This design comes from an exercise in tuning for small area on the open sky130 flow, not from production work.
The RTL was checked by simulation tests, not by an equivalence proof against the original design.
In runs 1 to 3, 5 and 6 the design's own scripts or RTL, not TritonCTS, make the clock network.
The flow treats the clock pin as an ideal source. Dropping or thinning the clock tree relies on that and would not hold on a real chip.
Power is estimated from default activity; no workload was simulated.

**flow/design.v**
```verilog
module vending_machine(
input			CLK,
input			RESET,
input			RELOAD,
input			CARD_IN,
input	[2:0]	ITEM_CODE,
input			KEY_PRESS,
input			VALID_TRN,
output			VEND,
output			INVALID_SEL,
output	[2:0]	COST,
output			FALID_TRAN
);
reg k1, k2, pay;
reg [2:0] t;
reg [2:0] x;
reg cost2, cost5;
assign COST = {cost5, cost2, cost5};
wire k1_d, k2_d, pay_d, cost2_d, cost5_d, x_en;
wire [2:0] t_d;
wire [9:0] z;             
wire nc1, nc2;            
wire [4:0] a;             
wire m4, p4, navail;
vm_or3b  u_nc1 (.a(x[2]), .b(x[1]), .cn(x[0]), .y(nc1));
vm_or3b  u_nc2 (.a(x[2]), .b(x[0]), .cn(x[1]), .y(nc2));
genvar gi;
generate for (gi = 0; gi < 5; gi = gi + 1) begin : g_av
	vm_o22ai u_a (.a1(nc1), .a2(z[gi]), .b1(nc2), .b2(z[gi + 5]), .y(a[gi]));
end endgenerate
vm_mux4  u_m4 (.a0(a[0]), .a1(a[1]), .a2(a[2]), .a3(a[3]), .s0(ITEM_CODE[0]), .s1(ITEM_CODE[1]), .y(m4));
vm_nor3b u_p4 (.a(ITEM_CODE[1]), .b(ITEM_CODE[0]), .cn(a[4]), .y(p4));
vm_mux2i u_na (.a0(m4), .a1(p4), .s(ITEM_CODE[2]), .y(navail));
wire w, idle_act, nr, t4, g, ev, ge, gn, stay;
vm_or3   u_w   (.a(k1), .b(k2), .c(pay), .y(w));
vm_nor2  u_ia  (.a(w), .b(t[0]), .y(idle_act));
vm_inv   u_nr  (.a(RESET), .y(nr));
vm_and2b u_t4  (.an(t[0]), .b(t[2]), .y(t4));
vm_nor2  u_g   (.a(RESET), .b(t4), .y(g));
vm_mux2  u_ev  (.a0(KEY_PRESS), .a1(VALID_TRN), .s(pay), .y(ev));
vm_and2  u_ge  (.a(g), .b(ev), .y(ge));
vm_nor2b u_gn  (.a(ev), .bn(g), .y(gn));
vm_and2  u_st  (.a(gn), .b(w), .y(stay));
vm_a32o  u_k1  (.a1(nr), .a2(idle_act), .a3(CARD_IN), .b1(gn), .b2(k1), .y(k1_d));
vm_a22o  u_k2  (.a(ge), .b(k1), .c(gn), .e(k2), .y(k2_d));
wire sel_n, pay_h_n;
vm_nand3b u_sel (.an(navail), .b(ge), .c(k2), .y(sel_n));
vm_nand2 u_ph  (.a(gn), .b(pay), .y(pay_h_n));
vm_nand2 u_pay (.a(pay_h_n), .b(sel_n), .y(pay_d));
wire to2, q_ev, evd, fe, st2n, load, load_n, lr;
vm_and3  u_to2 (.a(nr), .b(k2), .c(t4), .y(to2));
vm_a21o  u_qev (.a1(k2), .a2(navail), .b(pay), .y(q_ev));
vm_and2  u_evd (.a(ge), .b(q_ev), .y(evd));
vm_a211o u_t2  (.a1(stay), .a2(t[1]), .b(to2), .c(evd), .y(t_d[2]));
vm_and2  u_t1  (.a(stay), .b(t[0]), .y(t_d[1]));
vm_and3  u_fe  (.a(nr), .b(pay), .c(t4), .y(fe));
vm_and2b u_s2n (.an(t[2]), .b(stay), .y(st2n));
vm_or4   u_t0  (.a(st2n), .b(load_n), .c(fe), .d(evd), .y(t_d[0]));
vm_and3b u_ld  (.an(CARD_IN), .b(idle_act), .c(RELOAD), .y(load));
vm_or2   u_lr  (.a(load), .b(RESET), .y(lr));
vm_and2  u_ldn (.a(load), .b(nr), .y(load_n));
wire keep;
vm_nor2  u_kp  (.a(RESET), .b(idle_act), .y(keep));
vm_a2bb2o u_c2 (.a1n(sel_n), .a2n(nc1), .b1(keep), .b2(cost2), .y(cost2_d));
vm_a2bb2o u_c5 (.a1n(sel_n), .a2n(nc2), .b1(keep), .b2(cost5), .y(cost5_d));
wire p;
vm_or2   u_p   (.a(cost2), .b(cost5), .y(p));
vm_and4b u_vend (.an(w), .b(t[0]), .c(t[2]), .d(p), .y(VEND));
vm_and4bb u_fail (.an(w), .bn(t[2]), .c(t[0]), .d(p), .y(FALID_TRAN));
vm_nor3b u_inv (.a(w), .b(p), .cn(t[2]), .y(INVALID_SEL));
vm_nor2b u_xen (.a(pay), .bn(KEY_PRESS), .y(x_en));
always @(posedge CLK) begin
	k1 <= k1_d;
	k2 <= k2_d;
	pay <= pay_d;
	t <= t_d;
	cost2 <= cost2_d;
	cost5 <= cost5_d;
end
always @(posedge CLK)
	if (x_en)
		x <= ITEM_CODE;
wire vlo_n, vhi_n;
wire [4:0] sel_x_n;       
vm_nand3 u_vlo (.a(VEND), .b(cost2), .c(nr), .y(vlo_n));
vm_nand3 u_vhi (.a(VEND), .b(cost5), .c(nr), .y(vhi_n));
vm_or3   u_s0  (.a(x[2]), .b(x[1]), .c(x[0]), .y(sel_x_n[0]));
vm_nand2b u_s1 (.an(x[1]), .b(x[0]), .y(sel_x_n[1]));
vm_nand2b u_s2 (.an(x[0]), .b(x[1]), .y(sel_x_n[2]));
vm_nand2 u_s3  (.a(x[1]), .b(x[0]), .y(sel_x_n[3]));
vm_inv   u_s4  (.a(x[2]), .y(sel_x_n[4]));
generate for (gi = 0; gi < 10; gi = gi + 1) begin : g_stock
	reg [3:0] q;
	wire [3:0] nx;
	wire d, h, n0;
	vm_nor2  u_d  (.a(gi < 5 ? vlo_n : vhi_n), .b(sel_x_n[gi % 5]), .y(d));
	vm_nor2  u_h  (.a(d), .b(lr), .y(h));
	vm_nand2 u_n0 (.a(q[0]), .b(q[3]), .y(n0));
	vm_nor2  u_z  (.a(q[0]), .b(q[3]), .y(z[gi]));
	vm_a22o  u0 (.a(h), .b(q[0]), .c(d), .e(n0),   .y(nx[0]));
	vm_a221o u1 (.a(h), .b(q[1]), .c(d), .e(q[0]), .k(RESET),  .y(nx[1]));
	vm_a221o u2 (.a(h), .b(q[2]), .c(d), .e(q[1]), .k(RESET),  .y(nx[2]));
	vm_a221o u3 (.a(h), .b(q[3]), .c(d), .e(q[2]), .k(load_n), .y(nx[3]));
	always @(posedge CLK)
		q <= nx;
end endgenerate
endmodule
module vm_inv(input a, output y); assign y = ~a; endmodule
module vm_nor2(input a, input b, output y); assign y = ~(a | b); endmodule
module vm_nand2(input a, input b, output y); assign y = ~(a & b); endmodule
module vm_and2(input a, input b, output y); assign y = a & b; endmodule
module vm_or2(input a, input b, output y); assign y = a | b; endmodule
module vm_and2b(input an, input b, output y); assign y = ~an & b; endmodule
module vm_nor2b(input a, input bn, output y); assign y = ~a & bn; endmodule
module vm_nand2b(input an, input b, output y); assign y = an | ~b; endmodule
module vm_and3(input a, input b, input c, output y); assign y = a & b & c; endmodule
module vm_nand3(input a, input b, input c, output y); assign y = ~(a & b & c); endmodule
module vm_or3(input a, input b, input c, output y); assign y = a | b | c; endmodule
module vm_or3b(input a, input b, input cn, output y); assign y = a | b | ~cn; endmodule
module vm_nor3b(input a, input b, input cn, output y); assign y = ~a & ~b & cn; endmodule
module vm_and3b(input an, input b, input c, output y); assign y = ~an & b & c; endmodule
module vm_nand3b(input an, input b, input c, output y); assign y = an | ~b | ~c; endmodule
module vm_or4(input a, input b, input c, input d, output y); assign y = a | b | c | d; endmodule
module vm_and4b(input an, input b, input c, input d, output y); assign y = ~an & b & c & d; endmodule
module vm_and4bb(input an, input bn, input c, input d, output y); assign y = ~an & ~bn & c & d; endmodule
module vm_a21o(input a1, input a2, input b, output y); assign y = (a1 & a2) | b; endmodule
module vm_a22o(input a, input b, input c, input e, output y); assign y = (a & b) | (c & e); endmodule
module vm_a221o(input a, input b, input c, input e, input k, output y); assign y = (a & b) | (c & e) | k; endmodule
module vm_a32o(input a1, input a2, input a3, input b1, input b2, output y); assign y = (a1 & a2 & a3) | (b1 & b2); endmodule
module vm_a211o(input a1, input a2, input b, input c, output y); assign y = (a1 & a2) | b | c; endmodule
module vm_a2bb2o(input a1n, input a2n, input b1, input b2, output y); assign y = (~a1n & ~a2n) | (b1 & b2); endmodule
module vm_o22ai(input a1, input a2, input b1, input b2, output y); assign y = ~((a1 | a2) & (b1 | b2)); endmodule
module vm_mux2(input a0, input a1, input s, output y); assign y = s ? a1 : a0; endmodule
module vm_mux2i(input a0, input a1, input s, output y); assign y = ~(s ? a1 : a0); endmodule
module vm_mux4(input a0, input a1, input a2, input a3, input s0, input s1, output y);
	assign y = s1 ? (s0 ? a3 : a2) : (s0 ? a1 : a0);
endmodule
```
**flow/flow/run.sh**
```bash
#!/bin/bash
# The standard ORFS layout (standard.sh, unchanged synthesis) with:
#  - the smallest buffer (buf_1) on every input and output port;
#  - combinational cells downsized to their smallest drive strength after
#    floorplanning (flow/downsize.tcl); later repairs upsize where needed;
#  - a clock tree of VM_CLK_GROUPS buffers, each driving the register clock
#    pins of one placement cluster (flow/cts.tcl), in place of TritonCTS.
set -euo pipefail
here=$(pwd)
export BUFFER_PORTS_ARGS="-buffer_cell sky130_fd_sc_hd__buf_1"
export POST_FLOORPLAN_TCL=$here/flow/downsize.tcl
export PRE_CTS_TCL=$here/flow/cts.tcl
export VM_CLK_GROUPS=3
export VM_CLK_BUF=sky130_fd_sc_hd__clkbuf_8
bash standard.sh > standard.log 2>&1
```
**flow/flow/cts.tcl**
```tcl
# Sourced by ORFS's cts.tcl before clock_tree_synthesis: in place of the tree
# TritonCTS would build, split the register clock pins into VM_CLK_GROUPS
# groups by placement (k-means) and drive each group from one clock buffer
# placed at its centre; the clock port drives only those buffers. Every
# register is one buffer away from the clock port.
rename clock_tree_synthesis __tritoncts
proc clock_tree_synthesis { args } {
  set k 3
  if { [info exists ::env(VM_CLK_GROUPS)] } { set k $::env(VM_CLK_GROUPS) }
  set bufcell sky130_fd_sc_hd__clkbuf_8
  if { [info exists ::env(VM_CLK_BUF)] } { set bufcell $::env(VM_CLK_BUF) }
  set block [ord::get_db_block]
  set dbu [$block getDbUnitsPerMicron]
  set pins {}
  set xs {}
  set ys {}
  foreach pin [get_pins -of_objects [get_nets CLK]] {
    set it [sta::sta_to_db_pin $pin]
    set bb [[$it getInst] getBBox]
    lappend pins $pin
    lappend xs [expr { ([$bb xMin] + [$bb xMax]) / 2.0 / $dbu }]
    lappend ys [expr { ([$bb yMin] + [$bb yMax]) / 2.0 / $dbu }]
  }
  set n [llength $pins]
  # initial centres: points spread along the sorted x coordinate
  set order [lsort -real -indices $xs]
  set cx {}
  set cy {}
  for { set c 0 } { $c < $k } { incr c } {
    set i [lindex $order [expr { int(($c + 0.5) * $n / $k) }]]
    lappend cx [lindex $xs $i]
    lappend cy [lindex $ys $i]
  }
  for { set iter 0 } { $iter < 50 } { incr iter } {
    set assign {}
    for { set i 0 } { $i < $n } { incr i } {
      set best 0
      set bd 1e30
      for { set c 0 } { $c < $k } { incr c } {
        set dx [expr { [lindex $xs $i] - [lindex $cx $c] }]
        set dy [expr { [lindex $ys $i] - [lindex $cy $c] }]
        set d [expr { $dx * $dx + $dy * $dy }]
        if { $d < $bd } { set bd $d; set best $c }
      }
      lappend assign $best
    }
    set ncx {}
    set ncy {}
    for { set c 0 } { $c < $k } { incr c } {
      set sx 0.0
      set sy 0.0
      set m 0
      for { set i 0 } { $i < $n } { incr i } {
        if { [lindex $assign $i] == $c } {
          set sx [expr { $sx + [lindex $xs $i] }]
          set sy [expr { $sy + [lindex $ys $i] }]
          incr m
        }
      }
      if { $m > 0 } {
        lappend ncx [expr { $sx / $m }]
        lappend ncy [expr { $sy / $m }]
      } else {
        lappend ncx [lindex $cx $c]
        lappend ncy [lindex $cy $c]
      }
    }
    set cx $ncx
    set cy $ncy
  }
  for { set c 0 } { $c < $k } { incr c } {
    set group {}
    for { set i 0 } { $i < $n } { incr i } {
      if { [lindex $assign $i] == $c } { lappend group [lindex $pins $i] }
    }
    if { [llength $group] == 0 } { continue }
    puts "clock group $c: [llength $group] pins, buffer at ([lindex $cx $c], [lindex $cy $c])"
    insert_buffer -net CLK -load_pins $group -buffer_cell $bufcell \
      -location [list [lindex $cx $c] [lindex $cy $c]] \
      -buffer_name clkbuf_$c -net_name clknet_$c
  }
  set_propagated_clock [all_clocks]
}
```
**flow/flow/downsize.tcl**
```tcl
# Downsize every combinational cell that synthesis gave a drive strength
# above the smallest to the smallest-area cell of the same function (same
# cell family, other drive strength). Registers keep their cells; later
# repair steps upsize again wherever slew, capacitance or timing need it.
proc vm_downsize { } {
  set dont_use [list]
  if { [info exists ::env(DONT_USE_CELLS)] } { set dont_use $::env(DONT_USE_CELLS) }
  set n 0
  foreach inst [get_cells *] {
    set lc [get_lib_cells -of_objects $inst]
    set name [get_name $lc]
    if { ![regexp {^(sky130_fd_sc_hd__[a-z0-9]+)_([0-9]+)$} $name -> base sz] } { continue }
    if { [regexp {__(df|edf|sdf|dl|clk|buf|inv|tap|fill|decap|conb)} $base] } { continue }
    set best $name
    set best_area [get_property $lc area]
    foreach c [get_lib_cells ${base}_*] {
      set cn [get_name $c]
      if { ![regexp "^${base}_\[0-9\]+\$" $cn] } { continue }
      if { [lsearch -exact $dont_use $cn] >= 0 } { continue }
      set a [get_property $c area]
      if { $a < $best_area } { set best $cn; set best_area $a }
    }
    if { $best ne $name } {
      replace_cell $inst [get_lib_cells $best]
      incr n
    }
  }
  puts "vm_downsize: $n cells downsized"
}
vm_downsize
```
**flow/standard.sh**
```bash
#!/bin/bash
# synth_recipe.tcl (not shown) runs the flow's synth.tcl, then flattens the netlist and writes it again
# the make line also repeats each setting of config.mk as NAME=value (left out here)
make -C /OpenROAD-flow-scripts/flow DESIGN_CONFIG=/design/flow/config.mk WORK_HOME=/design/flow/orfs CLKGATE_MAP_FILE= SYNTH_SCRIPT=/design/flow/synth_recipe.tcl "${@:-finish}"
```
**flow/config.mk**
```make
export PLATFORM = sky130hd
export DESIGN_NAME = vending_machine
export DESIGN_NICKNAME = vending_machine
export VERILOG_FILES = /design/flow/design.v
export SDC_FILE = /design/flow/constraint.sdc
export NUM_CORES = 4
export LEC_CHECK = 0
export CAP_MARGIN = 20
export CORE_MARGIN = 2
export CORE_UTILIZATION = 40
export SLEW_MARGIN = 20
export SYNTH_HIERARCHICAL = 1
```
**flow/constraint.sdc**
```tcl
create_clock -name core_clock -period 8.0 [get_ports {CLK}]
set_input_delay 1.6000 -clock core_clock [delete_from_list [all_inputs] [get_ports {CLK}]]
set_output_delay 1.6000 -clock core_clock [all_outputs]
set_load 0.01 [all_outputs]
```
==> reports/qor.yml, run 1 <==
status: "finished clean"
port_buffers: 14
setup_viol: 0
rows: 25
swShare_pct: 22.3
endpoint_kind: "register"
synth_xor_xnor_area_share_pct: 0
drive_gt1_share_pct: 2.53
p_per_area_nw_per_um2: 199
timing.hold.ws_ns: 0.477
relSlewSlack_pct: 25.1
min_period_ns: 3.61
ant_nets: 0
insertion_delay_ns: 0.17
finalInstanceArea_um2: 2120
ios: 15
period_share_pct: 45.1
clkPwrFrac_pct: 22.8
finalHoldViolations: 0
hold_path_class: "register to register"
postCtsSetupBuffers: 0
mostFrequentLayoutCell: "dfxtp_1"
crit_fanout: 24
met2_usage_pct: 25.2
maxCapViolCount: 0
yosysTopAreaCell: "dfxtp_1"
routed_wl_mm: 3.97
ys.warnings.count: 7
synth_top_area_share_pct: 47.6
combinationalPowerShare_pct: 9.7
grt_pass1_wl_mm: 6.80
synth_cell_type_count: 30
postCtsResizedCells: 0
internal-power_uw: 327
nets: 209
criticalPathCategory: "input port to register"
synth_compound_area_share_pct: 24.0
fmax_mhz: 277
p_leak_uw: 0.000795
tightest_slew_ns: 1.12
synth_edf_count: 3
synth-seq-cells: 51
synth-adder-area-share_pct: 0
hpwl_mm: 2.84
async_flop_share_pct: 0
avgSynthCellArea_um2: 11.0
syn_area_um2: 2020
drtPass1Iterations: 5
skew_ns: 0.0344
track_usage_pct: 15.0
drt-wirelength-per-cell_um: 15.0
grt_overflow: 0
ys_top_cells_by_area: "dfxtp_1, a221o_1, nor2_1, a22o_1, edfxtp_1"
diodes: 0
grt_pass1_vias: 1479
route.vias.total: 1499
synthSimpleGateAreaFrac_pct: 20.2
place.gp.congestion: 0.744
finalMaxSlewViolations: 0
ctsHoldBuffers: 0
arrival_ns: 3.64
grt_max_degree: 25
area_growth_pct: 4.89
synthCells: 184
dp.cells: 262
synth_mux_area_share_pct: 2.35
utilization_pct: 44.3
drt-vias-per-instance: 5.66
gr-usage-met1_pct: 21.6
die_h_um: 75.1
final_cells: 265
start_util_pct: 42.2
drc: 0
fin_tns_setup_ns: 0
initialDrtViolationCount: 78
syn-num-nets: 193
worst_ep_required_time_ns: 8.04
place_area_um2: 2080
globalRouteMet3Util_pct: 1.61
vdd_drop_max_mv: 0.115
dieArea_um2: 5640
rsz0062_at_grt: "no"
synth_ff_type: "dfxtp_1"
core_um2: 4790
clkTransAtPathRegs_ns: 0.10
yosysSeqAreaShare_pct: 52.0
final_cell_mix: "dfxtp_1, nor2_1, a221o_1"
power_frac_seq_pct: 67.5
switchingPower_uw: 93.8
num-fill-cells: 449
busiest_layer: "met2"
die_w_um: 75.1
antenna_found_initial: 0
crit_path_start_kind: "input port"
synth_top_family_by_area: "compound AO/OA/AOI/OAI gates"
[power groups by stage]
stage / clock network (uW) / registers, uW / logic (uW)
2_1_floorplan: 0 / 286 / 31.9
3_3_place_gp: 0 / 288 / 39.1
3_5_place_dp: 0 / 289 / 40.9
4_1_cts: 98.1 / 284 / 41.0
5_1_grt: 109 / 286 / 45.3
6_report: 95.9 / 284 / 40.8
[modules after synthesis, one instance, submodules excluded, excerpt]
module | area (um^2) | flops+latches | copies in the design | cells
vm_a211o | 8.76 | 0 | 1 | 1
vm_mux2i | 10.0 | 0 | 1 | 1
vm_or2 | 6.26 | 0 | 2 | 1
vm_nand2b | 6.26 | 0 | 2 | 1
vm_and4bb | 12.5 | 0 | 1 | 1
vm_mux2 | 15.0 | 0 | 1 | 1
[routing by layer]
layer  vias to the layer above  routed length, um
met5                         -                  0
met4                         0                 44
met3                         4                192
met2                        33               1860
met1                       721               1870
li1                        741                  -
[final timing paths]
| kind | end | depth (start not counted) | start | slack [ns] |
|---|---|---|---|---|
| hold / removal | t[2] | 1 | t[1] | 0.48 |
| hold reg to reg | t[2] | 1 | t[1] | 0.48 |
| setup / recovery | t[0] | 4 | RESET | 4.39 |
| setup reg to reg | t[0] | 7 | x[1] | 5.51 |
[area by class of cell, clock buffers not listed]
cell class	count	area, um^2	share of cell area (%)
repair buffers	14	52.6	2.48
well taps	67	83.8	3.96
flip-flops and latches	51	1050	49.6
inverters	2	7.51	0.354
multi-input cells	128	883	41.7
[sequential cells by signal, indices dropped and copies added, names as in the netlist]
name / flops
pay: 1
g_stock.q: 40
k1: 1
cost5: 1
x: 3
t: 3
k2: 1
cost2: 1
[cells in the mapped netlist (all sizes together) (2+ instances only)]
cell type / instances
dfxtp: 48
nor2: 33
a221o: 30
nand2: 13
a22o: 11
and2: 5
o22ai: 5
nor2b: 4
buf: 3
edfxtp: 3
and3: 2
inv: 2
nand2b: 2
nand3: 2
nor3b: 2
o2bb2ai: 2
or2: 2
or3: 2
or3b: 2
[through the flow]
step                      power [uW]  worst slack (ns)
after floorplan                  318              5.18
after global placement           327              4.35
after detailed placement         330              4.27
after CTS                        423              4.42
after global routing             440              4.32
final                            421              4.39
[cells by family (layout without fill, tap and decap cells)]
logic type | count (synthesis) | after routing
AOI/OAI and AO/OA | 51 | 51
and+or+nand+nor | 74 | 74
buffers and inverters | 5 | 19
muxes | 3 | 3
DFF | 51 | 51
[critical path, stage by stage]
cell and delay (ns):
buf_1 0.81, inv_1 0.28, and2_1 0.38, or4_1 0.57
==> run 2, diff against run 1 <==
--- a/flow/config.mk
+++ b/flow/config.mk
@@ -7,6 +7,6 @@
 export LEC_CHECK = 0
 export CAP_MARGIN = 20
 export CORE_MARGIN = 2
-export CORE_UTILIZATION = 40
+export CORE_UTILIZATION = 65
 export SLEW_MARGIN = 20
 export SYNTH_HIERARCHICAL = 1
==> run 2 against run 1 <==
Compared with the run above:
- largest power group unchanged
- core utilization increased by 25 points
- critical endpoint unchanged
- critical path type unchanged
- sequential cell count is the same
- via count up 0.60%
- routed wire length fell by 6.5%
- largest cell class unchanged
- still clean
- register-to-register slack improved by 0.05 ns
==> reports/qor.yml, run 2 <==
route.vias.total: 1508
min_path_cells: 1
start_util_pct: 67.3
finalMaxSlewViolations: 0
synth_ff_type: "dfxtp_1"
dp.cells: 228
insertion_delay_ns: 0.16
final_cells: 231
synth_cell_type_count: 30
num-fill-cells: 249
status: "finished clean"
drtPass1Iterations: 4
r2r_cells: 7
postCtsResizedCells: 0
seq_area_um2: 1050
synthCells: 184
tightest_slew_ns: 1.07
async_flop_share_pct: 0
finalHoldViolations: 0
initialDrtViolationCount: 106
syn_area_um2: 2020
routed_wl_mm: 3.71
p_per_area_nw_per_um2: 201
place.gp.congestion: 0.798
ys.warnings.count: 7
die_h_um: 59.8
mostFrequentLayoutCell: "dfxtp_1"
top_register: "g_stock.q"
grt_max_degree: 25
holdPathEnd: "t[2]"
ctsHoldBuffers: 0
arrival_ns: 3.57
ys_top_cells_by_area: "dfxtp_1, a221o_1, nor2_1, a22o_1, edfxtp_1"
ios: 15
antenna_found_initial: 0
multi_input_area_um2: 883
synth_edf_count: 3
final_cell_mix: "dfxtp_1, nor2_1, a221o_1"
setup_viol: 0
min_period_ns: 3.53
endpoint_kind: "register"
area_growth_pct: 2.79
reg_top3: "g_stock.q (40), t (3), x (3)"
r2r-start: "x[1]"
diodes: 0
p_leak_uw: 0.000795
yosysTopAreaCell: "dfxtp_1"
fin_tns_setup_ns: 0
synthTopCellsByCount: "dfxtp_1, nor2_1, a221o_1"
track_usage_pct: 21.6
rows: 20
relSlewSlack_pct: 28.4
port_buffers: 14
criticalPathCategory: "input port to register"
worstHoldStart: "t[1]"
worst_ep_required_time_ns: 8.05
drt-vias-per-instance: 6.53
crit_fanout: 24
hold_path_class: "register to register"
grt_pass1_vias: 1408
synth_top_area_share_pct: 47.6
yosysMostFrequentCell: "dfxtp_1"
postCtsSetupBuffers: 0
drt-wirelength-per-cell_um: 16.1
drive_gt1_share_pct: 2.53
yosysSeqAreaShare_pct: 52.0
drc: 0
rrSetupSlack_ns: 5.56
vdd_drop_max_mv: 0.152
ant_nets: 0
dieArea_um2: 3570
avgSynthCellArea_um2: 11.0
skew_ns: 0.0163
synth-seq-cells: 51
die_w_um: 59.8
regToRegEndpoint: "t[0]"
syn-num-nets: 193
rsz0062_at_grt: "no"
clkTransAtPathRegs_ns: 0.10
utilization_pct: 69.2
fmax_mhz: 284
grt_pass1_wl_mm: 6.20
grt_overflow: 0
maxCapViolCount: 0
largest_register_ff_count: 40
crit_path_start_kind: "input port"
nets: 209
hpwl_mm: 2.61
period_share_pct: 44.1
core_um2: 3000
-- run 2: cell counts in the layout (fill, tap and decap cells not counted) --
No cell type changed its count.
-- run 2: layer usage --
| layer | routed length (um) | up-vias | global-route usage (%) | part of all wire (%) |
|---|---|---|---|---|
| li1 | - | 744 | - | - |
| met1 | 1640 | 723 | 30.0 | 44 |
| met2 | 1820 | 33 | 36.3 | 49 |
| met3 | 156 | 8 | 1.52 | 4.2 |
| met4 | 89 | 0 | 5.71 | 2.4 |
| met5 | 0 | - | 0 | 0 |
-- run 2: per-stage QoR --
step                      total power (uW)  setup slack [ns]  hold slack (ns)  area (um^2)
after floorplan                        318              5.18            0.412         2020
after global placement                 327              4.38            0.420         2040
after detailed placement               329              4.30            0.436         2040
after CTS                              419              4.48            0.462         2080
after global routing                   438              4.36            0.472         2080
final                                  418              4.47            0.458         2080
-- run 2: power by group --
group	switching, uW	internal, uW
clock	59.1	34.8
sequential	11.4	273
combinational	20.6	19.5
total	91.1	327
-- run 2: worst max-delay path: stages --
cell and delay (ns):
buf_1 0.77, inv_1 0.27, and2_1 0.37, or4_1 0.56
-- run 2: worst max path at each step --
stage                      start  cells after the start  slack [ns]    to
detailed placement         RESET                      4        4.30  t[0]
floorplan           ITEM_CODE[0]                      5        5.18  t[0]
CTS                        RESET                      4        4.48  t[0]
global placement           RESET                      4        4.38  t[0]
global route               RESET                      4        4.36  t[0]
finish                     RESET                      4        4.47  t[0]
-- run 2: Yosys stat by module (local to each module, per instance), excerpt --
module / cells / copies in the design / flops+latches
vm_and3: 1 / 2 / 0
vm_nand3: 1 / 2 / 0
vm_and3b: 1 / 1 / 0
vending_machine: 54 / 1 / 51
vm_nor2: 1 / 33 / 0
vm_a32o: 1 / 1 / 0
vm_and2: 1 / 5 / 0
vm_inv: 1 / 2 / 0
vm_and4b: 1 / 1 / 0
-- run 2: layout make-up, clock buffers not listed --
| cell class | count | share of cell area (%) |
|---|---|---|
| inverter | 2 | 0.361 |
| tap | 33 | 1.99 |
| timing repair buffer | 14 | 2.53 |
| multi-input combinational | 128 | 42.5 |
| sequential | 51 | 50.6 |
-- run 2: logic make-up after synthesis --
logic type | Yosys count | synth area share (%)
simple gates | 74 | 20.2
compound gates | 51 | 24.0
flops | 51 | 52.0
buf+inv | 5 | 1.49
mux | 3 | 2.35
==> run 3, diff against run 2 <==
--- a/flow/flow/run.sh
+++ b/flow/flow/run.sh
@@ -10,6 +10,6 @@
 export BUFFER_PORTS_ARGS="-buffer_cell sky130_fd_sc_hd__buf_1"
 export POST_FLOORPLAN_TCL=$here/flow/downsize.tcl
 export PRE_CTS_TCL=$here/flow/cts.tcl
-export VM_CLK_GROUPS=3
-export VM_CLK_BUF=sky130_fd_sc_hd__clkbuf_8
+export VM_CLK_GROUPS=2
+export VM_CLK_BUF=sky130_fd_sc_hd__clkbuf_16
 bash standard.sh > standard.log 2>&1
--- a/flow/config.mk
+++ b/flow/config.mk
@@ -7,6 +7,6 @@
 export LEC_CHECK = 0
 export CAP_MARGIN = 20
 export CORE_MARGIN = 2
-export CORE_UTILIZATION = 65
+export CORE_UTILIZATION = 40
 export SLEW_MARGIN = 20
 export SYNTH_HIERARCHICAL = 1
==> run 3 against run 2 <==
Compared with the run above:
- still clean on timing, DRC and antenna
- hold slack improved by 0.017 ns
- synthesized cell count did not move
- worst setup slack worse by 0.062 ns
- combinational power is 2% higher
- sequential cell count is the same
- first-iteration DRC count decreased by 6.6%
- via count is 1.9% lower
- sequential power about the same
- core utilization is 25 points lower
- maximum frequency shrank 1.7%
- largest cell class unchanged
==> reports/qor.yml, run 3 <==
p_leak_uw: 0.000798
setup_viol: 0
ys.warnings.count: 7
endpoint_kind: "register"
async_flop_share_pct: 0
reg_top3: "g_stock.q (40), t (3), x (3)"
min_period_ns: 3.59
drt-vias-per-instance: 5.60
die_h_um: 75.1
routed_wl_mm: 3.95
internal-power_uw: 338
insertion_delay_ns: 0.16
core_um2: 4790
tightest_slew_ns: 1.10
yosysTopAreaCell: "dfxtp_1"
hold_path_class: "register to register"
ios: 15
fmax_mhz: 279
dr_wl_met3_um: 155
skew_ns: 0.00495
yosysMostFrequentCell: "dfxtp_1"
track_usage_pct: 14.9
crit_path_start_kind: "input port"
synth_edf_count: 3
ant_nets: 0
top_register: "g_stock.q"
grt_pass1_vias: 1464
crit_fanout: 24
synth-seq-cells: 51
min_path_cells: 1
met1_length_mm: 1.91
utilization_pct: 44.5
rrSetupSlack_ns: 5.51
syn_area_um2: 2020
area_growth_pct: 5.33
swShare_pct: 21.7
synthCells: 184
mostFrequentLayoutCell: "dfxtp_1"
worstHoldStart: "t[1]"
drc: 0
hpwl_mm: 2.84
grt_max_degree: 27
r2r-start: "x[1]"
ctsHoldBuffers: 0
regToRegEndpoint: "t[0]"
postCtsResizedCells: 0
syn-num-nets: 193
ys_top_cells_by_area: "dfxtp_1, a221o_1, nor2_1, a22o_1, edfxtp_1"
nets: 208
route.vias.total: 1479
drtPass1Iterations: 4
power_frac_seq_pct: 65.8
timing.hold.ws_ns: 0.475
wl_met2_mm: 1.85
finalMaxSlewViolations: 0
avgSynthCellArea_um2: 11.0
vdd_drop_max_mv: 0.107
power_uw: 432
synth_ff_type: "dfxtp_1"
r2r_cells: 7
final_cell_mix: "dfxtp_1, nor2_1, a221o_1"
switchingPower_uw: 93.8
clkPwrFrac_pct: 24.8
synth_top_area_share_pct: 47.6
synthTopCellsByCount: "dfxtp_1, nor2_1, a221o_1"
start_util_pct: 42.2
rsz0062_at_grt: "no"
worst_ep_required_time_ns: 8.04
status: "finished clean"
criticalPathCategory: "input port to register"
arrival_ns: 3.62
grt_pass1_wl_mm: 6.74
largest_register_ff_count: 40
relSlewSlack_pct: 26.4
rows: 25
clkTransAtPathRegs_ns: 0.09
finalHoldViolations: 0
place.gp.congestion: 0.744
holdPathEnd: "t[2]"
dieArea_um2: 5640
initialDrtViolationCount: 99
die_w_um: 75.1
fin_tns_setup_ns: 0
combinationalPowerShare_pct: 9.5
yosysSeqAreaShare_pct: 52.0
antenna_found_initial: 0
drt-wirelength-per-cell_um: 15.0
period_share_pct: 44.8
port_buffers: 14
diodes: 0
place_area_um2: 2080
drive_gt1_share_pct: 2.03
maxCapViolCount: 0
p_per_area_nw_per_um2: 203
finalInstanceArea_um2: 2130
grt_overflow: 0
postCtsSetupBuffers: 0
top_layer_used: "met4"
synth_cell_type_count: 30
## run 3: final cells by class, clock buffers not listed
cell class / instances / area [um^2]
fillers: 446 / 2660
inverters: 2 / 7.51
well taps: 67 / 83.8
repair buffers: 14 / 52.6
flip-flops and latches: 51 / 1050
multi-input cells: 128 / 883
## run 3: per-module statistics from Yosys (local to each module, per instance), excerpt
module	area, um^2	times used	flops+latches
vm_a32o	10.0	1	0
vm_a21o	7.51	1	0
vm_a211o	8.76	1	0
vm_inv	3.75	2	0
vm_a22o	8.76	11	0
vm_or4	7.51	1	0
vm_a2bb2o	15.0	2	0
vm_and3	6.26	2	0
vm_nor2b	13.8	2	0
vm_nand2b	6.26	2	0
## run 3: critical path, cell delays in order
cell	delay, ns
buf_1	0.79
inv_1	0.27
and2_1	0.38
or4_1	0.57
## run 3: worst max-delay path by stage
stage,cells after the start,start,endpoint,slack (ns)
floorplan,5,ITEM_CODE[0],t[0],5.18
CTS,4,RESET,t[0],4.42
detailed placement,4,RESET,t[0],4.27
finish,4,RESET,t[0],4.41
global placement,4,RESET,t[0],4.35
global route,4,RESET,t[0],4.33
## run 3: layer usage
| layer | vias to the layer above | GRT usage [%] |
|---|---|---|
| li1 | 741 | - |
| met1 | 704 | 21.9 |
| met2 | 30 | 24.9 |
| met3 | 4 | 1.20 |
| met4 | 0 | 1.19 |
| met5 | - | 0 |
## run 3: power groups by stage
stage	registers, uW	logic, uW	clock network (uW)
6_report	284	41.0	107
5_1_grt	286	45.3	120
4_1_cts	284	41.0	110
3_5_place_dp	289	40.9	0
3_3_place_gp	288	39.1	0
2_1_floorplan	286	31.9	0
## run 3: logic make-up after synthesis
logic type,share of synthesized area (%)
mux,2.35
simple gates,20.2
flops,52.0
buf+inv,1.49
compound gates,24.0
## run 3: stage by stage
stage / instances / setup slack (ns)
final: 264 / 4.41
after global routing: 264 / 4.33
after CTS: 264 / 4.42
after detailed placement: 262 / 4.27
after global placement: 262 / 4.35
after floorplan: 184 / 5.18
==> run 4, diff against run 3 <==
--- a/flow/design.v
+++ b/flow/design.v
@@ -11,12 +11,13 @@
 output	[2:0]	COST,
 output			FALID_TRAN
 );
-reg k1, k2, pay;
+reg [1:0] s;
 reg [2:0] t;
 reg [2:0] x;
 reg cost2, cost5;
 assign COST = {cost5, cost2, cost5};
-wire k1_d, k2_d, pay_d, cost2_d, cost5_d, x_en;
+wire [1:0] s_d;
+wire cost2_d, cost5_d, x_en;
 wire [2:0] t_d;
 wire [9:0] z;             
 wire nc1, nc2;            
@@ -31,48 +32,46 @@
 vm_mux4  u_m4 (.a0(a[0]), .a1(a[1]), .a2(a[2]), .a3(a[3]), .s0(ITEM_CODE[0]), .s1(ITEM_CODE[1]), .y(m4));
 vm_nor3b u_p4 (.a(ITEM_CODE[1]), .b(ITEM_CODE[0]), .cn(a[4]), .y(p4));
 vm_mux2i u_na (.a0(m4), .a1(p4), .s(ITEM_CODE[2]), .y(navail));
-wire w, idle_act, nr, t4, g, ev, ge, gn, stay;
-vm_or3   u_w   (.a(k1), .b(k2), .c(pay), .y(w));
+wire w, idle_act, nr, t4, ng, ev, ge, gn, stay;
+vm_or2   u_w   (.a(s[1]), .b(s[0]), .y(w));
 vm_nor2  u_ia  (.a(w), .b(t[0]), .y(idle_act));
 vm_inv   u_nr  (.a(RESET), .y(nr));
 vm_and2b u_t4  (.an(t[0]), .b(t[2]), .y(t4));
-vm_nor2  u_g   (.a(RESET), .b(t4), .y(g));
-vm_mux2  u_ev  (.a0(KEY_PRESS), .a1(VALID_TRN), .s(pay), .y(ev));
-vm_and2  u_ge  (.a(g), .b(ev), .y(ge));
-vm_nor2b u_gn  (.a(ev), .bn(g), .y(gn));
+vm_or2   u_ng  (.a(RESET), .b(t4), .y(ng));
+vm_mux2  u_ev  (.a0(VALID_TRN), .a1(KEY_PRESS), .s(s[0]), .y(ev));
+vm_nor2b u_ge  (.a(ng), .bn(ev), .y(ge));
+vm_nor2  u_gn  (.a(ng), .b(ev), .y(gn));
 vm_and2  u_st  (.a(gn), .b(w), .y(stay));
-vm_a32o  u_k1  (.a1(nr), .a2(idle_act), .a3(CARD_IN), .b1(gn), .b2(k1), .y(k1_d));
-vm_a22o  u_k2  (.a(ge), .b(k1), .c(gn), .e(k2), .y(k2_d));
-wire sel_n, pay_h_n;
-vm_nand3b u_sel (.an(navail), .b(ge), .c(k2), .y(sel_n));
-vm_nand2 u_ph  (.a(gn), .b(pay), .y(pay_h_n));
-vm_nand2 u_pay (.a(pay_h_n), .b(sel_n), .y(pay_d));
-wire to2, q_ev, evd, fe, st2n, load, load_n, lr;
-vm_and3  u_to2 (.a(nr), .b(k2), .c(t4), .y(to2));
-vm_a21o  u_qev (.a1(k2), .a2(navail), .b(pay), .y(q_ev));
-vm_and2  u_evd (.a(ge), .b(q_ev), .y(evd));
+wire h0, y1, sel_n;
+vm_a21oi u_h0  (.a1(ev), .a2(s[1]), .b(ng), .y(h0));
+vm_a32o  u_sd0 (.a1(nr), .a2(idle_act), .a3(CARD_IN), .b1(s[0]), .b2(h0), .y(s_d[0]));
+vm_nand2 u_y1  (.a(s[1]), .b(navail), .y(y1));
+vm_a32o  u_sd1 (.a1(ge), .a2(s[0]), .a3(y1), .b1(gn), .b2(s[1]), .y(s_d[1]));
+vm_nand4b u_sel (.an(navail), .b(ge), .c(s[1]), .d(s[0]), .y(sel_n));
+wire to2, q_ev, evd, fe, st2n, nload, load_n, lr;
+vm_and4  u_to2 (.a(nr), .b(s[1]), .c(s[0]), .d(t4), .y(to2));
+vm_nand2b u_qev (.an(navail), .b(s[0]), .y(q_ev));
+vm_and3  u_evd (.a(ge), .b(s[1]), .c(q_ev), .y(evd));
 vm_a211o u_t2  (.a1(stay), .a2(t[1]), .b(to2), .c(evd), .y(t_d[2]));
-vm_and2  u_t1  (.a(stay), .b(t[0]), .y(t_d[1]));
-vm_and3  u_fe  (.a(nr), .b(pay), .c(t4), .y(fe));
+vm_a21o  u_t1  (.a1(stay), .a2(t[0]), .b(fe), .y(t_d[1]));
+vm_and4b u_fe  (.an(s[0]), .b(nr), .c(s[1]), .d(t4), .y(fe));
 vm_and2b u_s2n (.an(t[2]), .b(stay), .y(st2n));
 vm_or4   u_t0  (.a(st2n), .b(load_n), .c(fe), .d(evd), .y(t_d[0]));
-vm_and3b u_ld  (.an(CARD_IN), .b(idle_act), .c(RELOAD), .y(load));
-vm_or2   u_lr  (.a(load), .b(RESET), .y(lr));
-vm_and2  u_ldn (.a(load), .b(nr), .y(load_n));
+vm_nand3b u_ld (.an(CARD_IN), .b(idle_act), .c(RELOAD), .y(nload));
+vm_nand2b u_lr (.an(RESET), .b(nload), .y(lr));
+vm_nor2  u_ldn (.a(RESET), .b(nload), .y(load_n));
 wire keep;
 vm_nor2  u_kp  (.a(RESET), .b(idle_act), .y(keep));
 vm_a2bb2o u_c2 (.a1n(sel_n), .a2n(nc1), .b1(keep), .b2(cost2), .y(cost2_d));
 vm_a2bb2o u_c5 (.a1n(sel_n), .a2n(nc2), .b1(keep), .b2(cost5), .y(cost5_d));
 wire p;
 vm_or2   u_p   (.a(cost2), .b(cost5), .y(p));
-vm_and4b u_vend (.an(w), .b(t[0]), .c(t[2]), .d(p), .y(VEND));
-vm_and4bb u_fail (.an(w), .bn(t[2]), .c(t[0]), .d(p), .y(FALID_TRAN));
+vm_and3b u_vend (.an(w), .b(t[2]), .c(p), .y(VEND));
+vm_nor2b u_fail (.a(w), .bn(t[1]), .y(FALID_TRAN));
 vm_nor3b u_inv (.a(w), .b(p), .cn(t[2]), .y(INVALID_SEL));
-vm_nor2b u_xen (.a(pay), .bn(KEY_PRESS), .y(x_en));
+vm_and2  u_xen (.a(KEY_PRESS), .b(s[0]), .y(x_en));
 always @(posedge CLK) begin
-	k1 <= k1_d;
-	k2 <= k2_d;
-	pay <= pay_d;
+	s <= s_d;
 	t <= t_d;
 	cost2 <= cost2_d;
 	cost5 <= cost5_d;
@@ -121,6 +120,9 @@
 module vm_and3b(input an, input b, input c, output y); assign y = ~an & b & c; endmodule
 module vm_nand3b(input an, input b, input c, output y); assign y = an | ~b | ~c; endmodule
 module vm_or4(input a, input b, input c, input d, output y); assign y = a | b | c | d; endmodule
+module vm_and4(input a, input b, input c, input d, output y); assign y = a & b & c & d; endmodule
+module vm_nand4b(input an, input b, input c, input d, output y); assign y = an | ~b | ~c | ~d; endmodule
+module vm_a21oi(input a1, input a2, input b, output y); assign y = ~((a1 & a2) | b); endmodule
 module vm_and4b(input an, input b, input c, input d, output y); assign y = ~an & b & c & d; endmodule
 module vm_and4bb(input an, input bn, input c, input d, output y); assign y = ~an & ~bn & c & d; endmodule
 module vm_a21o(input a1, input a2, input b, output y); assign y = (a1 & a2) | b; endmodule
--- a/flow/flow/run.sh
+++ b/flow/flow/run.sh
@@ -10,6 +10,6 @@
 export BUFFER_PORTS_ARGS="-buffer_cell sky130_fd_sc_hd__buf_1"
 export POST_FLOORPLAN_TCL=$here/flow/downsize.tcl
 export PRE_CTS_TCL=$here/flow/cts.tcl
-export VM_CLK_GROUPS=2
-export VM_CLK_BUF=sky130_fd_sc_hd__clkbuf_16
+export VM_CLK_GROUPS=4
+export VM_CLK_BUF=sky130_fd_sc_hd__clkbuf_4
 bash standard.sh > standard.log 2>&1
--- a/flow/config.mk
+++ b/flow/config.mk
@@ -7,6 +7,6 @@
 export LEC_CHECK = 0
 export CAP_MARGIN = 20
 export CORE_MARGIN = 2
-export CORE_UTILIZATION = 40
+export CORE_UTILIZATION = 90
 export SLEW_MARGIN = 20
 export SYNTH_HIERARCHICAL = 1
==> run 4 against run 3 <==
Compared with the run above:
- the flow now stops in 3_1_place_gp_skip_io
- synthesized cell count fell by 0.54%
- area after synthesis is 0.87% lower
==> reports/qor.yml, run 4 <==
status: "stopped before the end"
lastStage: "3_1_place_gp_skip_io"
stop_error: "[ERROR GPL-0301] Utilization 103.863 % exceeds 100%."
die_h_um: 51.2
async_flop_share_pct: 0
synth_ff_type: "dfxtp_1"
syn_area_um2: 2000
synth_top_area_share_pct: 47.0
yosysTopAreaCell: "dfxtp_1"
yosysMostFrequentCell: "dfxtp_1"
yosysSeqAreaShare_pct: 51.5
syn-num-nets: 192
synth_edf_count: 3
synthTopCellsByCount: "dfxtp_1, nor2_1, a221o_1"
avgSynthCellArea_um2: 10.9
rows: 17
synth_cell_type_count: 32
synth-seq-cells: 50
ys.warnings.count: 7
ys_top_cells_by_area: "dfxtp_1, a221o_1, nor2_1, edfxtp_1, a22o_1"
start_util_pct: 93.2
die_w_um: 51.2
synthCells: 183
## run 4: kinds of logic after synthesis
family	synth area share, %
compound gates	24.7
simple gates	20.0
flops	51.5
mux	2.37
buf+inv	1.50
## run 4: Yosys stat by module (local to each module, per instance), a selection
| module | cell area (um^2) | cells |
|---|---|---|
| vending_machine | 1050 | 53 |
| vm_a221o | 10.0 | 1 |
| vm_and3b | 8.76 | 1 |
| vm_and3 | 6.26 | 1 |
| vm_or2 | 6.26 | 1 |
| vm_nand3 | 5.00 | 1 |
| vm_inv | 3.75 | 1 |
| vm_nor2 | 3.75 | 1 |
==> run 5, diff against run 4 <==
--- a/flow/flow/run.sh
+++ b/flow/flow/run.sh
@@ -10,6 +10,6 @@
 export BUFFER_PORTS_ARGS="-buffer_cell sky130_fd_sc_hd__buf_1"
 export POST_FLOORPLAN_TCL=$here/flow/downsize.tcl
 export PRE_CTS_TCL=$here/flow/cts.tcl
-export VM_CLK_GROUPS=4
-export VM_CLK_BUF=sky130_fd_sc_hd__clkbuf_4
+export VM_CLK_GROUPS=3
+export VM_CLK_BUF=sky130_fd_sc_hd__clkbuf_8
 bash standard.sh > standard.log 2>&1
--- a/flow/config.mk
+++ b/flow/config.mk
@@ -7,6 +7,6 @@
 export LEC_CHECK = 0
 export CAP_MARGIN = 20
 export CORE_MARGIN = 2
-export CORE_UTILIZATION = 90
+export CORE_UTILIZATION = 65
 export SLEW_MARGIN = 20
 export SYNTH_HIERARCHICAL = 1
==> run 5 against run 4 <==
Compared with the run above:
- area after synthesis stayed put
- synthesized cell count stayed put
- the run now finishes clean
==> reports/qor.yml, run 5 <==
synth_edf_count: 3
route.vias.total: 1479
endpoint_kind: "register"
synth-seq-cells: 50
arrival_ns: 3.59
synthCells: 183
largest_register_ff_count: 40
yosysMostFrequentCell: "dfxtp_1"
routed_wl_mm: 3.76
insertion_delay_ns: 0.16
syn_area_um2: 2000
initialDrtViolationCount: 133
maxCapViolCount: 0
relSlewSlack_pct: 25.3
area_growth_pct: 2.62
crit_top_cell: "nor2_1"
finalMaxSlewViolations: 0
dp.cells: 227
synthTopCellsByCount: "dfxtp_1, nor2_1, a221o_1"
final_cells: 230
die_w_um: 59.5
tightest_slew_ns: 1.12
yosysTopAreaCell: "dfxtp_1"
start_util_pct: 66.7
postCtsResizedCells: 0
synth_ff_type: "dfxtp_1"
criticalPathCategory: "input port to register"
p_per_area_nw_per_um2: 211
worstPathCellList: "buf_1, inv_1, nand3_1, nor2_1, nor2_1, a221o_1"
period_share_pct: 43.5
synth_top_area_share_pct: 47.0
grt_pass1_wl_mm: 6.24
grt_overflow: 0
ys.warnings.count: 7
crit_path_start_kind: "input port"
syn-num-nets: 192
finalHoldViolations: 0
ys_top_cells_by_area: "dfxtp_1, a221o_1, nor2_1, edfxtp_1, a22o_1"
place.gp.congestion: 0.734
crit_fanout: 25
hold_path_class: "register to register"
synth_cell_type_count: 32
cp_slowest_cell: "buf_1"
reg_top3: "g_stock.q (40), t (3), x (3)"
dieArea_um2: 3540
drc: 0
hpwl_mm: 2.70
final_cell_mix: "dfxtp_1, nor2_1, a221o_1"
postCtsSetupBuffers: 0
avgSynthCellArea_um2: 10.9
status: "finished clean"
rsz0062_at_grt: "no"
die_h_um: 59.5
drtPass1Iterations: 4
antenna_found_initial: 0
vdd_drop_max_mv: 0.143
skew_ns: 0.0125
ctsHoldBuffers: 0
port_buffers: 14
yosysSeqAreaShare_pct: 51.5
fmax_mhz: 287
ios: 15
worst_ep_required_time_ns: 8.11
top_register: "g_stock.q"
nets: 208
ant_nets: 0
setup_viol: 0
grt_max_degree: 26
core_um2: 3000
min_period_ns: 3.48
drive_gt1_share_pct: 2.03
rows: 20
fin_tns_setup_ns: 0
mostFrequentLayoutCell: "dfxtp_1"
p_leak_uw: 0.000770
clkTransAtPathRegs_ns: 0.10
grt_pass1_vias: 1383
drt-vias-per-instance: 6.43
max_stage_delay_ns: 0.80
async_flop_share_pct: 0
diodes: 0
drt-wirelength-per-cell_um: 16.4
track_usage_pct: 22.2
[run 5: final timing paths]
check,startpoint,to,slack (ns),cells past startpoint
worst max-delay path,RESET,g_stock[7].q[2],4.52,6
worst min-delay path,t[1],t[2],0.46,1
worst max register to register,x[1],t[0],5.53,7
worst min register to register,t[1],t[2],0.46,1
[run 5: cell type report, clock buffers not listed]
| type | count | area (um^2) |
|---|---|---|
| Fill cell | 259 | 947 |
| Inverter | 2 | 7.51 |
| Multi-Input combinational cell | 128 | 882 |
| Sequential cell | 50 | 1030 |
| Tap cell | 33 | 41.3 |
| Timing Repair Buffer | 14 | 52.6 |
[run 5: through the flow]
stage	power (uW)	instance area (um^2)	hold slack (ns)	utilization [%]	setup slack, ns
global route	454	2060	0.483	68.5	4.37
finish	434	2060	0.464	68.5	4.52
global placement	341	2010	0.442	67.1	4.44
detailed placement	345	2010	0.444	67.1	4.35
floorplan	333	2000	0.436	-	5.13
CTS	434	2060	0.469	68.5	4.53
[run 5: per-layer routing]
layer	track usage [%]	part of all wire [%]	vias to the layer above
met3	1.31	2.9	0
met4	3.49	0	0
met5	0	0	-
met1	31.8	47	720
li1	-	-	738
met2	37.7	50	21
[run 5: cell families (layout without fill, tap and decap cells)]
| group | Yosys count | after routing | share of synthesized area, % |
|---|---|---|---|
| flip-flops | 50 | 50 | 51.5 |
| AND/OR/NAND/NOR | 73 | 73 | 20.0 |
| buffers and inverters | 5 | 19 | 1.50 |
| AO/OA/AOI/OAI | 52 | 52 | 24.7 |
| multiplexers | 3 | 3 | 2.37 |
[run 5: modules after synthesis, one instance, submodules excluded, a selection]
module | cells | flip-flops and latches | area [um^2]
vm_o22ai | 1 | 0 | 6.26
vm_nand4b | 1 | 0 | 8.76
vm_or2 | 1 | 0 | 6.26
vending_machine | 53 | 50 | 1050
vm_a21oi | 1 | 0 | 8.76
vm_mux2 | 1 | 0 | 15.0
vm_or4 | 1 | 0 | 7.51
vm_mux4 | 1 | 0 | 22.5
vm_nor3b | 1 | 0 | 12.5
[run 5: where the power goes]
part / internal [uW] / switching (uW) / total (uW)
sequential: 271 / 15.3 / 287
combinational: 25.2 / 27.7 / 52.9
clock: 34.8 / 59.5 / 94.2
total: 331 / 102 / 434
[run 5: worst max-delay path, delay by kind of cell]
family / cells / cell delay [ns]
AOI/OAI and AO/OA: 1 / 0.21
buffers and inverters: 2 / 1.06
and+or+nand+nor: 3 / 0.71
==> run 6, diff against run 5 <==
--- a/flow/design.v
+++ b/flow/design.v
@@ -6,10 +6,10 @@
 input	[2:0]	ITEM_CODE,
 input			KEY_PRESS,
 input			VALID_TRN,
-output			VEND,
-output			INVALID_SEL,
+output	reg		VEND,
+output	reg		INVALID_SEL,
 output	[2:0]	COST,
-output			FALID_TRAN
+output	reg		FALID_TRAN
 );
 reg [1:0] s;
 reg [2:0] t;
@@ -52,8 +52,8 @@
 vm_and4  u_to2 (.a(nr), .b(s[1]), .c(s[0]), .d(t4), .y(to2));
 vm_nand2b u_qev (.an(navail), .b(s[0]), .y(q_ev));
 vm_and3  u_evd (.a(ge), .b(s[1]), .c(q_ev), .y(evd));
-vm_a211o u_t2  (.a1(stay), .a2(t[1]), .b(to2), .c(evd), .y(t_d[2]));
-vm_a21o  u_t1  (.a1(stay), .a2(t[0]), .b(fe), .y(t_d[1]));
+vm_and2  u_t2  (.a(stay), .b(t[1]), .y(t_d[2]));
+vm_and2  u_t1  (.a(stay), .b(t[0]), .y(t_d[1]));
 vm_and4b u_fe  (.an(s[0]), .b(nr), .c(s[1]), .d(t4), .y(fe));
 vm_and2b u_s2n (.an(t[2]), .b(stay), .y(st2n));
 vm_or4   u_t0  (.a(st2n), .b(load_n), .c(fe), .d(evd), .y(t_d[0]));
@@ -64,14 +64,15 @@
 vm_nor2  u_kp  (.a(RESET), .b(idle_act), .y(keep));
 vm_a2bb2o u_c2 (.a1n(sel_n), .a2n(nc1), .b1(keep), .b2(cost2), .y(cost2_d));
 vm_a2bb2o u_c5 (.a1n(sel_n), .a2n(nc2), .b1(keep), .b2(cost5), .y(cost5_d));
-wire p;
-vm_or2   u_p   (.a(cost2), .b(cost5), .y(p));
-vm_and3b u_vend (.an(w), .b(t[2]), .c(p), .y(VEND));
-vm_nor2b u_fail (.a(w), .bn(t[1]), .y(FALID_TRAN));
-vm_nor3b u_inv (.a(w), .b(p), .cn(t[2]), .y(INVALID_SEL));
+wire vend_d, inv_d;
+vm_and3b u_vend (.an(s[0]), .b(ge), .c(s[1]), .y(vend_d));
+vm_a41o  u_inv (.a1(ge), .a2(s[1]), .a3(s[0]), .a4(navail), .b(to2), .y(inv_d));
 vm_and2  u_xen (.a(KEY_PRESS), .b(s[0]), .y(x_en));
 always @(posedge CLK) begin
 	s <= s_d;
+	VEND <= vend_d;
+	FALID_TRAN <= fe;
+	INVALID_SEL <= inv_d;
 	t <= t_d;
 	cost2 <= cost2_d;
 	cost5 <= cost5_d;
@@ -120,6 +121,7 @@
 module vm_and3b(input an, input b, input c, output y); assign y = ~an & b & c; endmodule
 module vm_nand3b(input an, input b, input c, output y); assign y = an | ~b | ~c; endmodule
 module vm_or4(input a, input b, input c, input d, output y); assign y = a | b | c | d; endmodule
+module vm_a41o(input a1, input a2, input a3, input a4, input b, output y); assign y = (a1 & a2 & a3 & a4) | b; endmodule
 module vm_and4(input a, input b, input c, input d, output y); assign y = a & b & c & d; endmodule
 module vm_nand4b(input an, input b, input c, input d, output y); assign y = an | ~b | ~c | ~d; endmodule
 module vm_a21oi(input a1, input a2, input b, output y); assign y = ~((a1 & a2) | b); endmodule
==> run 6 against run 5 <==
Compared with the run above:
- power grew 3.3%
- die area grew 1.6%
- design area grew 2.9%
- clock skew shrank 0.0062 ns
- clock power grew 2.8%
- synthesized cell count grew 0.55%
- largest cell class unchanged
==> reports/qor.yml, run 6 <==
cp-endpoint: "g_stock[7].q[1]"
diodes: 0
ys.warnings.count: 7
relSlewSlack_pct: 32.1
num-fill-cells: 236
synth_top_area_share_pct: 49.1
combinationalPowerShare_pct: 11.2
synth-seq-cells: 53
skew_ns: 0.00640
finalMaxSlewViolations: 0
fmax_mhz: 294
async_flop_share_pct: 0
min_period_ns: 3.41
ios: 15
switchingPower_uw: 104
start_util_pct: 67.3
p_per_area_nw_per_um2: 212
r2r-start: "x[1]"
ant_nets: 0
power_frac_seq_pct: 67.2
rsz0062_at_grt: "no"
route.vias.total: 1541
top_register: "g_stock.q"
seq_area_um2: 1090
crit_fanout: 25
swShare_pct: 23.1
status: "finished clean"
grt_pass1_vias: 1452
yosysSeqAreaShare_pct: 53.6
drt-wirelength-per-cell_um: 15.7
die_w_um: 60.0
synthCells: 184
mostFrequentLayoutCell: "dfxtp_1"
place.gp.congestion: 0.840
grt_overflow: 0
synthTopCellsByCount: "dfxtp_1, nor2_1, a221o_1"
die_h_um: 60.0
setup_viol: 0
min_path_cells: 1
synth_cell_type_count: 31
internal-power_uw: 344
timing.hold.ws_ns: 0.455
finalHoldViolations: 0
postCtsResizedCells: 0
grt_pass1_wl_mm: 6.42
fin_tns_setup_ns: 0
yosysMostFrequentCell: "dfxtp_1"
drive_gt1_share_pct: 2.02
regToRegEndpoint: "t[0]"
final_cell_mix: "dfxtp_1, nor2_1, a221o_1"
ys_top_cells_by_area: "dfxtp_1, a221o_1, nor2_1, edfxtp_1, a22o_1"
hold_path_class: "register to register"
clkTransAtPathRegs_ns: 0.10
largest_register_ff_count: 40
multi_input_area_um2: 868
postCtsSetupBuffers: 0
drt-vias-per-instance: 6.37
routed_wl_mm: 3.80
track_usage_pct: 22.5
endpoint_kind: "register"
syn_area_um2: 2040
yosysTopAreaCell: "dfxtp_1"
synth_ff_type: "dfxtp_1"
reg_top3: "g_stock.q (40), t (3), x (3)"
maxCapViolCount: 0
port_buffers: 14
rrSetupSlack_ns: 5.52
r2r_cells: 7
arrival_ns: 3.51
drc: 0
vdd_drop_max_mv: 0.183
avgSynthCellArea_um2: 11.1
syn-num-nets: 193
antenna_found_initial: 0
rows: 20
clkPwrFrac_pct: 21.6
period_share_pct: 42.6
area_growth_pct: 3.87
insertion_delay_ns: 0.16
crit_path_start_kind: "input port"
power_uw: 448
initialDrtViolationCount: 140
ctsHoldBuffers: 0
hpwl_mm: 2.76
p_leak_uw: 0.000780
tightest_slew_ns: 1.02
cp-startpoint: "RESET"
nets: 209
criticalPathCategory: "input port to register"
drtPass1Iterations: 5
dieArea_um2: 3600
synth_edf_count: 3
core_um2: 3030
grt_max_degree: 26
worst_ep_required_time_ns: 8.10
## run 6: worst min path at each step
stage / startpoint / end / slack [ns]
after global routing: t[1] / t[2] / 0.48
final: t[1] / t[2] / 0.45
after detailed placement: t[1] / t[2] / 0.42
after CTS: t[1] / t[2] / 0.45
after global placement: t[1] / t[2] / 0.41
after floorplan: t[1] / t[2] / 0.41
## run 6: cell families (layout without fill, tap and decap cells)
group | Yosys count | count (layout) | share of synthesized area (%)
AO/OA/AOI/OAI | 51 | 51 | 24.0
buffers and inverters | 5 | 19 | 1.47
flip-flops | 53 | 53 | 53.6
multiplexers | 3 | 3 | 2.33
AND/OR/NAND/NOR | 72 | 72 | 18.7
## run 6: power groups by stage
stage	logic (uW)	registers, uW	clock network, uW
2_1_floorplan	40.2	303	0
3_3_place_gp	47.3	305	0
3_5_place_dp	50.3	306	0
4_1_cts	50.2	301	98.4
5_1_grt	56.5	304	110
6_report	50.1	301	96.8
## run 6: layout make-up, clock buffers not listed
class,instances,area share (%)
multi-input combinational,126,41.0
inverter,2,0.355
tap,44,2.60
sequential,53,51.6
timing repair buffer,14,2.48
## run 6: per-layer routing
metal / vias up / global-route usage, % / wire length [um]
li1: 745 / - / -
met1: 741 / 30.2 / 1640
met2: 48 / 39.6 / 1900
met3: 7 / 1.95 / 177
met4: 0 / 4.76 / 80
met5: - / 0 / 0
## run 6: metrics by stage
step                setup WS [ns]  cells  area (um^2)  utilization, %
global placement             4.49    239         2070            68.5
global route                 4.38    242         2120            69.9
floorplan                    5.13    184         2040               -
CTS                          4.60    242         2120            69.9
detailed placement           4.40    239         2070            68.5
finish                       4.59    242         2120            69.9
## run 6: per-module statistics from Yosys, one instance, submodules excluded, excerpt
module / cells / copies in the design
vm_mux2: 1 / 1
vm_or3: 1 / 1
vm_nor2b: 1 / 1
vm_a32o: 1 / 2
vm_or2: 1 / 2
vm_nand3: 1 / 2
vm_or3b: 1 / 2
vm_a221o: 1 / 30
vm_mux2i: 1 / 1
vm_inv: 1 / 2
## run 6: critical path, stage by stage
cell and delay (ns):
buf_1 0.74, inv_1 0.29, nand3_1 0.29, nor2_1 0.15, nor2_1 0.23, a221o_1 0.21

[port drivers added, routing unchanged]
No port has a modelled driver above. Below, the same layouts with a new extraction and two added sets of constraints.
Step 1: set_driving_cell puts a clkbuf_16 on CLK and a buf_2 on each other input, an assumption about the parent block.
Step 2 moves the port delays by t, midway between the first and last clock arrival at a register: inputs arrive t later, outputs are due t later. That takes back most of the time a late clock gives input paths.
a / b / c = ideal / step 1 / step 2; a / b = the first two.
| run | t (ns) | slack for setup (ns) | worst hold slack (ns) | worst setup path after step 2 | worst slew at a driven data input, ns |
|---|---|---|---|---|---|
| run 1 | 0.201 | 4.393 / 4.409 / 4.209 | 0.477 / 0.477 / 0.477 | input to register | 0.04 |
| run 2 | 0.197 | 4.474 / 4.492 / 4.295 | 0.458 / 0.458 / 0.458 | input to register | 0.03 |
| run 3 | 0.197 | 4.412 / 4.427 / 4.231 | 0.475 / 0.475 / 0.475 | input to register | 0.04 |
| run 5 | 0.200 | 4.518 / 4.537 / 4.337 | 0.464 / 0.464 / 0.464 | input to register | 0.03 |
| run 6 | 0.207 | 4.595 / 4.619 / 4.412 | 0.455 / 0.455 / 0.455 | input to register | 0.03 |
After both steps every run listed still meets setup and hold. For run 1, which loses most, drivers alone change the setup slack by +0.016 ns; drivers and shift together by -0.184 ns.
